Background: an optimization exercise with open tools, aiming at small area. Do not read the settings as production practice. Function was not checked in any run shown here: the RTL went through the layout flow alone. Power is estimated from default activity; no workload was simulated.

===== flow/design.v =====
`timescale 1ns / 1ps
module clk_gen(
    input clk, rst,
    input [16:0] baud,
    output tx_tick, rx_tick
);
reg [13:0] tx_lim;
reg [9:0]  rx_lim;
always @(*) begin
    case (baud)
        17'd4800:   begin tx_lim = 14'd10417; rx_lim = 10'd650; end
        17'd9600:   begin tx_lim = 14'd5209;  rx_lim = 10'd325; end
        17'd14400:  begin tx_lim = 14'd3473;  rx_lim = 10'd216; end
        17'd19200:  begin tx_lim = 14'd2605;  rx_lim = 10'd162; end
        17'd38400:  begin tx_lim = 14'd1303;  rx_lim = 10'd80;  end
        17'd57600:  begin tx_lim = 14'd869;   rx_lim = 10'd53;  end
        17'd115200: begin tx_lim = 14'd435;   rx_lim = 10'd26;  end
        17'd128000: begin tx_lim = 14'd393;   rx_lim = 10'd24;  end
        default:    begin tx_lim = 14'd5209;  rx_lim = 10'd325; end
    endcase
end
reg [13:0] tx_count;
reg [9:0]  rx_count;
reg tx_ph, rx_ph;
wire tx_wrap = &(tx_count | ~tx_lim);
wire rx_wrap = &(rx_count | ~rx_lim);
always @(posedge clk) begin
    if (rst || tx_wrap) tx_count <= 0;
    else                tx_count <= tx_count + 1'b1;
    if (rst)            tx_ph <= 0;
    else if (tx_wrap)   tx_ph <= ~tx_ph;
end
always @(posedge clk) begin
    if (rst || rx_wrap) rx_count <= 0;
    else                rx_count <= rx_count + 1'b1;
    if (rst)            rx_ph <= 0;
    else if (rx_wrap)   rx_ph <= ~rx_ph;
end
assign tx_tick = tx_wrap && !tx_ph;
assign rx_tick = rx_wrap && !rx_ph;
endmodule
`timescale 1ns / 1ps
module uart_tx(
    input clk, tx_tick, tx_start,
    input rst,
    input [7:0] tx_data,
    input [3:0] length,
    input parity_type, parity_en,
    input stop2,
    output tx, tx_done
);
localparam [3:0] IDLE = 4'd0, START = 4'd1, PAR = 4'd2, STOP1 = 4'd3,
                 STOP2 = 4'd4, DONE = 4'd5;
reg [3:0] pos;
reg [7:0] tx_reg;
reg parity_bit;
wire [2:0] last = {1'b1, length[3] | (length[1] & length[0]), ~length[0]};
wire is_data = pos[3];
wire is_last = is_data && pos[2:0] == last;
wire par = ^(tx_data[4:0]) ^ (tx_data[5] & (length[3] | length[1]))
         ^ (tx_data[6] & (length[3] | (length[1] & length[0])))
         ^ (tx_data[7] & length[3]) ^ ~parity_type;
always @(posedge clk) begin
    if (pos == START) tx_reg <= tx_data;
    if (is_last) parity_bit <= par;
end
always @(posedge clk) begin
    if (rst)
        pos <= IDLE;
    else if (tx_tick) begin
        if (is_data)
            pos <= is_last ? (parity_en ? PAR : STOP1) : pos + 1'b1;
        else case (pos)
            IDLE:    pos <= tx_start ? START : IDLE;
            START:   pos <= 4'd8;
            PAR:     pos <= STOP1;
            STOP1:   pos <= stop2 ? STOP2 : DONE;
            STOP2:   pos <= DONE;
            default: pos <= IDLE;
        endcase
    end
end
assign tx = is_data ? tx_reg[pos[2:0]] :
            (pos == START) ? 1'b0 :
            (pos == PAR) ? parity_bit : 1'b1;
assign tx_done = (pos == DONE);
endmodule
`timescale 1ns / 1ps
module uart_rx(
    input clk, rx_tick, rx_start,
    input rst, rx,
    input [3:0] length,
    input parity_type, parity_en,
    input stop2,
    output reg [7:0] rx_out,
    output rx_done,
    output reg rx_error
);
localparam [3:0] IDLE = 4'd0, START = 4'd1, PAR = 4'd2, STOP1 = 4'd3,
                 STOP2 = 4'd4, DONE = 4'd5;
reg [3:0] pos;
reg [3:0] count;
reg [7:0] datard;
wire is_data = pos[3];
wire c7  = (count == 4'd7);
wire c15 = (count == 4'd15);
wire [3:0] first = {2'b10, length[1] ^ length[0], length[0]};   
always @(posedge clk) begin
    if (rx_tick) begin
        count <= (pos == IDLE) ? 4'd0 : count + 1'b1;
        if (is_data && c7)
            datard <= {rx & length[3],
                       (length[1] & length[0]) ? rx : datard[7],
                       (length[1] & ~length[0]) ? rx : datard[6],
                       (~length[1] & length[0]) ? rx : datard[5],
                       datard[4:1]};
    end
end
always @(posedge clk) begin
    if (rst) begin
        pos      <= IDLE;
        rx_out   <= 8'd0;
        rx_error <= 1'b0;
    end
    else if (rx_tick) begin
        if (is_data) begin
            if (c15) begin
                if (pos == 4'd15) begin
                    rx_out <= datard;
                    pos <= parity_en ? PAR : STOP1;
                end
                else
                    pos <= pos + 1'b1;
            end
        end
        else case (pos)
            IDLE: if (rx_start && !rx) begin
                pos <= START;
                rx_error <= 1'b0;
            end
            START: begin
                if (c7 && rx) pos <= IDLE;
                else if (c15) pos <= first;
            end
            PAR: begin
                if (c7 && (rx ^ ^rx_out ^ ~parity_type)) rx_error <= 1'b1;
                if (c15) pos <= STOP1;
            end
            STOP1: begin
                if (c7 && !rx) rx_error <= 1'b1;
                if (c15) pos <= stop2 ? STOP2 : DONE;
            end
            STOP2: begin
                if (c7 && !rx) rx_error <= 1'b1;
                if (c15) pos <= DONE;
            end
            default: pos <= IDLE;
        endcase
    end
end
assign rx_done = (pos == DONE);
endmodule
`timescale 1ns / 1ps
module uart_top (
    input clk, rst,
    input tx_start, rx_start,
    input [7:0] tx_data,
    input [16:0] baud,
    input [3:0] length,
    input parity_type, parity_en,
    input stop2,
    output tx_done,rx_done, tx_err, rx_err,
    output [7:0] rx_out
 );
wire tx_tick, rx_tick;
wire tx_rx;
clk_gen clk_dut (clk, rst, baud, tx_tick, rx_tick);
uart_tx tx_dut  (clk, tx_tick, tx_start, rst, tx_data, length, parity_type, parity_en, stop2, tx_rx, tx_done);
uart_rx rx_dut  (clk, rx_tick, rx_start, rst, tx_rx, length, parity_type, parity_en, stop2, rx_out, rx_done, rx_err);
assign tx_err = 1'b0;
endmodule

===== flow/run.sh =====
#!/bin/bash
# synth_recipe.tcl (not shown) runs the flow's synth.tcl, then flattens the netlist and writes it again
# the make line also repeats each setting of config.mk as NAME=value (left out here)
make -C /OpenROAD-flow-scripts/flow DESIGN_CONFIG=/design/flow/config.mk WORK_HOME=/design/flow/orfs CLKGATE_MAP_FILE= SYNTH_SCRIPT=/design/flow/synth_recipe.tcl finish

===== flow/config.mk =====
export PLATFORM = sky130hd
export DESIGN_NAME = uart_top
export DESIGN_NICKNAME = uart_top
export VERILOG_FILES = /design/flow/design.v
export SDC_FILE = /design/flow/constraint.sdc
export NUM_CORES = 4
export LEC_CHECK = 0
export CAP_MARGIN = 20
export CORE_MARGIN = 2
export CORE_UTILIZATION = 40
export PLACE_DENSITY = 0.6
export SLEW_MARGIN = 20

===== flow/constraint.sdc =====
create_clock -name core_clock -period 10.0 [get_ports {clk}]
set_input_delay 2.0000 -clock core_clock [delete_from_list [all_inputs] [get_ports {clk}]]
set_output_delay 2.0000 -clock core_clock [all_outputs]
set_load 0.01 [all_outputs]

==> results of run 1 <==
path summary, 6_finish.rpt:
path                            cells past startpoint  slack, ns               end           startpoint
worst max-delay path                                9       4.86  rx_dut.datard[6]             baud[12]
worst min-delay path                                0       0.45  rx_dut.datard[3]     rx_dut.datard[4]
worst max register to register                      8       7.36  rx_dut.datard[6]  clk_dut.rx_count[2]
worst min register to register                      0       0.45  rx_dut.datard[3]     rx_dut.datard[4]
layout by cell type, fill, tap and decap left out, types with 14 or more instances in the layout:
| cell type | instances |
|---|---|
| a21oi_1 | 14 |
| clkdlybuf4s50_1 | 45 |
| dfxtp_1 | 43 |
| edfxtp_1 | 21 |
| ha_1 | 14 |
| inv_1 | 19 |
| nand2_1 | 22 |
| nand3_1 | 17 |
| nor2_1 | 59 |
| o21ai_0 | 15 |
| xnor2_1 | 26 |
| xor2_1 | 14 |
layout make-up:
class	count	area, µm²
clock buffer	11	131
timing repair buffer	47	465
clock inverter	5	23.8
multi-input combinational	318	2200
sequential	64	1490
inverter	21	83.8
fill	922	4770
tap	129	161
through the flow:
step | hold slack (ns) | util [%] | cell area (µm²) | setup slack, ns
floorplan | 0.426 | - | 3880 | 5.28
global placement | 0.439 | 47.2 | 4400 | 4.54
detailed placement | 0.435 | 47.2 | 4400 | 4.52
CTS | 0.450 | 48.9 | 4560 | 4.88
global route | 0.464 | 48.9 | 4560 | 4.68
finish | 0.450 | 48.9 | 4560 | 4.86
per-layer routing:
layer	vias up	part of all wire (%)	GRT usage (%)
met5	-	0	0
met4	0	1.2	4.92
met3	6	3.2	3.69
met2	48	45	26.6
met1	1450	50	23.1
li1	1590	-	-
worst max-delay path: stages:
cell and delay (ns):
clkdlybuf4s50_1 0.53, nor4bb_1 0.55, nand4_1 0.31, a21oi_2 0.33, a41oi_1 0.09, a2bb2oi_2 0.21
or4_4 0.58, clkinv_4 0.12, and3_1 0.40
kinds of logic after synthesis:
kind of cell             Yosys count  share of synthesized area, %
adder cells (fa/ha/maj)           14                          4.52
other                              1                        0.0967
XOR/XNOR                          40                          9.04
flip-flops                        64                          38.5
buffers and inverters             33                          4.81
AO/OA/AOI/OAI                     71                          13.6
multiplexers                      19                          5.68
AND/OR/NAND/NOR                  173                          23.8
where the power goes:
group	internal (mW)	switching [mW]
registers	0.270	0.00291
clock network	0.0875	0.0973
logic	0.0230	0.0187
==> metrics.cfg, run 1 <==
[floorplanning]
num_io_pins=48
row_count=35
die_h_um=102
start_util_pct=41.6
fp.dieW_um=102
die-area_um2=10500
coreArea_um2=9330

[cells_and_area]
top_regs=clk_dut.tx_count x14, clk_dut.rx_count x10
largest-register=clk_dut.tx_count
final_cells=595
drive_gt1_share_pct=8.15
largest_reg_flops=14
num-nets-final=511
area_growth_syn_to_layout_pct=17.5
antenna_cells=0

[cts]
post_cts_resized=0
cts-buffers-inserted=9
h-tree-depth=3
cts.clk_slew.worst_paths_ns=0.07
clkLatencyLatePin_ns=0.34
root_buffer=clkbuf_8
cts_hold_buf=0
cts_tree=done
cts_setup_buffers=0
clock-sinks=64
clockBufferDepth=2

[sta]
slew_headroom_pct=45.2
min_period_over_period_pct=51.4
fmax_ghz=0.195
setup_viol=0
min_period_ns=5.14
finalSetupTns_ns=0
worst_pin_slew_ns=0.812
rsz0062_at_grt=no
finalClockSkew_ns=0.00656
drv_slew=0
final_hold_viol_count=0

[global_routing]
grt_pass1_wl_um=13900
grt_pass1_vias=2932
grt_use_total_pct=16.8
grt_max_degree=18
antenna_found_initial=0
grt_remaining_overflow=0

[synth]
netlist_area_um2=3880
synth-main-ff-cell=dfxtp_1
synth_edf_count=21
syn_nets=465
ys_async_sr_fraction_pct=0
synthTopCellsByArea=dfxtp_1, edfxtp_1, xnor2_1
synthCells=415
synth.top_cells.by_count=nor2_1, dfxtp_1, xnor2_1
yosysWarnings=3
ys_seq_elements=64
syn_avg_cell_area_um2=9.34
ys_types=76
ys_seq_area_share_pct=38.5
synth.most_common_cell=nor2_1
synth_top_area_share_pct=22.2
yosysTopAreaCell=dfxtp_1

[pwr]
finalPower_mw=0.499
vdd_drop_max_v=0.0000588
power.leakage_nw=1.55
powerDensity_nw_per_um2=110

[critical_path]
crit_fanout=10
critPathLaunchType=input pin
crit_required_ns=10.00
worstSetupPathType=input pin to flip-flop
arrival_ns=5.13
worstSetupEndpointType=flip-flop

[run_status]
status=no timing/DRC/antenna violations

[detailed_routing]
wl_um=8340
vias_per_cell=5.20
vias=3094
drtAntennaViolNets=0
avgRoutedWirePerCell_um=14.0
drc=0
dr.pass1.iters=4
dr.first_iter.drc_count=123

[hold_path]
hp-class=flip-flop to flip-flop

[place]
dpl.hpwl_um=6350
place_inst=579
portBuffers=45
place.gp.congestion=0.826

[run]
cap_violations=0

==> run 2: changes to the inputs <==
--- a/flow/config.mk
+++ b/flow/config.mk
@@ -8,5 +8,8 @@
 export CAP_MARGIN = 20
 export CORE_MARGIN = 2
 export CORE_UTILIZATION = 40
+export CTS_BUF_LIST = sky130_fd_sc_hd__clkbuf_4
+export CTS_CLUSTER_DIAMETER = 100
+export CTS_CLUSTER_SIZE = 30
 export PLACE_DENSITY = 0.6
 export SLEW_MARGIN = 20
==> run 2 against run 1 <==
Hold slack improved by 0.0072 ns. Final cell count unchanged. Largest cell class unchanged. Largest power group unchanged. Synthesized cell count unchanged. Non-clock buffer count unchanged. Flip-flop and latch count unchanged. Total power decreased by 7.5%. Utilization decreased by 0.52 points. Die area unchanged. Clock power decreased by about 20%.
==> metrics.cfg, run 2 <==
[place]
place.gp.congestion=0.826  ; unchanged
dpl.hpwl_um=6350  ; unchanged
place_inst=579  ; unchanged
portBuffers=45  ; unchanged
dp_slack_ns=4.52  ; unchanged

[detailed_routing]
wl_met2_um=3780  ; -0.40%
top_layer_used=met4
dr.pass1.iters=4  ; unchanged
met3_length_um=280  ; +3.7%
vias_per_cell=5.21  ; +0.23%
avgRoutedWirePerCell_um=14.0  ; about the same
drtAntennaViolNets=0  ; unchanged
dr.first_iter.drc_count=86  ; -30%
vias=3101  ; +0.23%
wl_met1_um=4160  ; -0.34%
drc=0  ; unchanged
wl_um=8330  ; about the same

[global_routing]
grt_use_total_pct=17.0  ; +0.14 points
grt_pass1_vias=2926  ; -0.20%
grt_pass1_wl_um=13900  ; +0.15%
antenna_found_initial=0  ; unchanged
grt_remaining_overflow=0  ; unchanged
grt_max_degree=18  ; unchanged

[floorplanning]
num_io_pins=48  ; unchanged
fp.dieW_um=102  ; unchanged
coreArea_um2=9330  ; unchanged
die_h_um=102  ; unchanged
start_util_pct=41.6  ; unchanged
die-area_um2=10500  ; unchanged
row_count=35  ; unchanged

[sta]
fmax_ghz=0.198  ; +1.7%
finalSetupTns_ns=0  ; unchanged
timing.final.ws_setup_ns=4.95  ; +0.0877 ns
slew_headroom_pct=47.0  ; +1.8 points
rsz0062_at_grt=no
worst_pin_slew_ns=0.784  ; -0.0273 ns
setup_viol=0  ; unchanged
min_period_over_period_pct=50.5  ; -0.88 points
finalClockSkew_ns=0.00977  ; +0.00321 ns
final_hold_viol_count=0  ; unchanged
drv_slew=0  ; unchanged
min_period_ns=5.05  ; -0.0877 ns

[cells_and_area]
num-nets-final=511  ; unchanged
layout_common_cells=nor2_1, clkdlybuf4s50_1, dfxtp_1
area_growth_syn_to_layout_pct=16.3
top_regs=clk_dut.tx_count x14, clk_dut.rx_count x10
largest-register=clk_dut.tx_count
largest_reg_flops=14  ; unchanged
final_common_cell=nor2_1
drive_gt1_share_pct=8.58  ; +0.43 points
final_cells=595  ; unchanged
antenna_cells=0  ; unchanged

[critical_path]
cp-endpoint=rx_dut.datard[4]
arrival_ns=5.13  ; about the same
crit_fanout=10  ; unchanged
critPathLaunchType=input pin
crit_start=baud[12]
crit_cells=9  ; unchanged
crit_required_ns=10.08  ; +0.08 ns
worstSetupEndpointType=flip-flop
critical_path_buf_inv_count=2  ; unchanged
max_stage_delay_ns=0.58  ; about the same
crit_chain=clkdlybuf4s50_1 -> nor4bb_1 -> nand4_1 -> a211oi_4 -> a21o_1 -> a2bb2oi_2 -> or4_4 -> clkinv_4 -> and3_1
r2r_slack_ns=7.36  ; about the same
r2r_start=clk_dut.rx_count[2]
worstSetupPathType=input pin to flip-flop
path_delay_family=simple AND/OR/NAND/NOR gates
r2r-end=rx_dut.datard[4]
crit_path_top_delay_cell=or4_4
reg2regPathDepth=8  ; unchanged

[cts]
clkLatencyLatePin_ns=0.41  ; +0.07 ns
cts_tree=done
clockBufferDepth=2  ; unchanged
cts.clk_slew.worst_paths_ns=0.11  ; +0.04 ns
h-tree-depth=3  ; unchanged
cts-buffers-inserted=9  ; unchanged
clock-sinks=64  ; unchanged
root_buffer=clkbuf_4
cts_hold_buf=0  ; unchanged
cts_setup_buffers=0  ; unchanged
post_cts_resized=0  ; unchanged

[synth]
synthMuxAreaShare_pct=5.68  ; unchanged
synth.top_cells.by_count=nor2_1, dfxtp_1, xnor2_1
synth_fa_ha_area_share_pct=4.52  ; unchanged
netlist_area_um2=3880  ; unchanged
synth_top_area_share_pct=22.2  ; unchanged
ys_seq_area_share_pct=38.5  ; unchanged
synth.most_common_cell=nor2_1
yosysTopAreaCell=dfxtp_1
syn_nets=465  ; unchanged
synthTopCellsByArea=dfxtp_1, edfxtp_1, xnor2_1
ys_async_sr_fraction_pct=0  ; unchanged
ys_types=76  ; unchanged
synthSimpleGateAreaFrac_pct=23.8  ; unchanged
synthCells=415  ; unchanged
synth_top_family_by_area=simple AND/OR/NAND/NOR gates
synth_compound_area_share_pct=13.6  ; unchanged
ys_seq_elements=64  ; unchanged
synth_edf_count=21  ; unchanged
syn_avg_cell_area_um2=9.34  ; unchanged
synthXorXnorAreaFrac_pct=9.04  ; unchanged
yosysWarnings=3  ; unchanged
synth-main-ff-cell=dfxtp_1

[pwr]
p_switching_mw=0.115  ; -3.4%
pwr-share-clk_pct=31.9  ; -5.1 points
p_int_mw=0.347  ; -8.8%
combPwrFrac_pct=9.0  ; +0.7 points
p_sw_share_pct=24.9  ; +1.1 points
vdd_drop_max_v=0.0000617  ; +4.9%
power_frac_seq_pct=59.0  ; +4.4 points
powerDensity_nw_per_um2=102  ; -6.5%
power.leakage_nw=1.53  ; -1.1%

[run_status]
status=no timing/DRC/antenna violations

[hold_path]
hp-start=rx_dut.datard[4]
hp-class=flip-flop to flip-flop

[run]
cap_violations=0  ; unchanged

## run 2: cell counts after synthesis
No cell type changed its count.
## run 2: per-stage QoR
stage	power (mW)	utilization, %	hold WS (ns)	instance area [µm²]
finish	0.462	48.3	0.457	4510
detailed placement	0.321	47.2	0.435	4400
floorplan	0.300	-	0.426	3880
CTS	0.470	48.3	0.456	4510
global placement	0.320	47.2	0.439	4400
global route	0.485	48.3	0.473	4510
## run 2: logic make-up (layout without fill, tap and decap cells)
| family | after synthesis | in the layout |
|---|---|---|
| adders and majority gates | 14 | 14 |
| and+or+nand+nor | 173 | 173 |
| muxes | 19 | 19 |
| xor gates and xnor gates | 40 | 40 |
| other | 1 | 1 |
| buffers and inverters | 33 | 84 |
| DFF | 64 | 64 |
| AOI/OAI and AO/OA | 71 | 71 |
## run 2: layer usage
layer,vias up,track usage [%]
li1,1590,-
met1,1457,23.2
met2,46,26.9
met3,8,3.69
met4,0,5.23
met5,-,0
## run 2: how the worst min path moves through the flow
stage | end | slack [ns] | cells past startpoint
2_1_floorplan | rx_dut.datard[0] | 0.43 | 0
3_3_place_gp | rx_dut.datard[2] | 0.44 | 0
3_5_place_dp | rx_dut.datard[3] | 0.44 | 0
4_1_cts | rx_dut.datard[3] | 0.46 | 0
5_1_grt | rx_dut.datard[3] | 0.47 | 0
6_report | rx_dut.datard[3] | 0.46 | 0
## run 2: layout make-up
cell class | instances | area [µm²]
Fill cell | 931 | 4820
Multi-Input combinational cell | 318 | 2200
Sequential cell | 64 | 1490
Timing Repair Buffer | 47 | 465
Tap cell | 129 | 161
Inverter | 21 | 83.8
Clock buffer | 11 | 82.6
Clock inverter | 5 | 23.8
## run 2: power by group through the flow
stage	registers [mW]	logic, mW	clock network (mW)
floorplan	0.278	0.0223	0
global placement	0.279	0.0414	0
detailed placement	0.279	0.0420	0
CTS	0.273	0.0421	0.155
global route	0.273	0.0456	0.166
finish	0.273	0.0417	0.148

## separate check: timing with driven ports
How much do the figures lean on ideal ports? The routed layouts below were timed once more, with nothing changed but the port constraints.
Step 1 sets driving cells, clkbuf_16 on the clock port and buf_2 on the other inputs (assumed; they add their load-dependent delay and slew).
Step 2, shift: input delay + t, output delay - t, t = (earliest + latest rising clock arrival at the registers) / 2. This alone moves slack from input paths to output paths.
a / b / c = ideal / step 1 / step 2; a / b = the first two.
run | shift t [ns] | setup slack, ns | pins driven straight from the clock port
run 1 | 0.361 | 4.865 / 4.864 / 4.503 | 1
run 2 | 0.431 | 4.953 / 4.950 / 4.519 | 1
After both steps setup and hold are still met in every run listed. For run 2, which loses most, drivers alone change the setup slack by -0.003 ns; drivers and shift together by -0.434 ns.
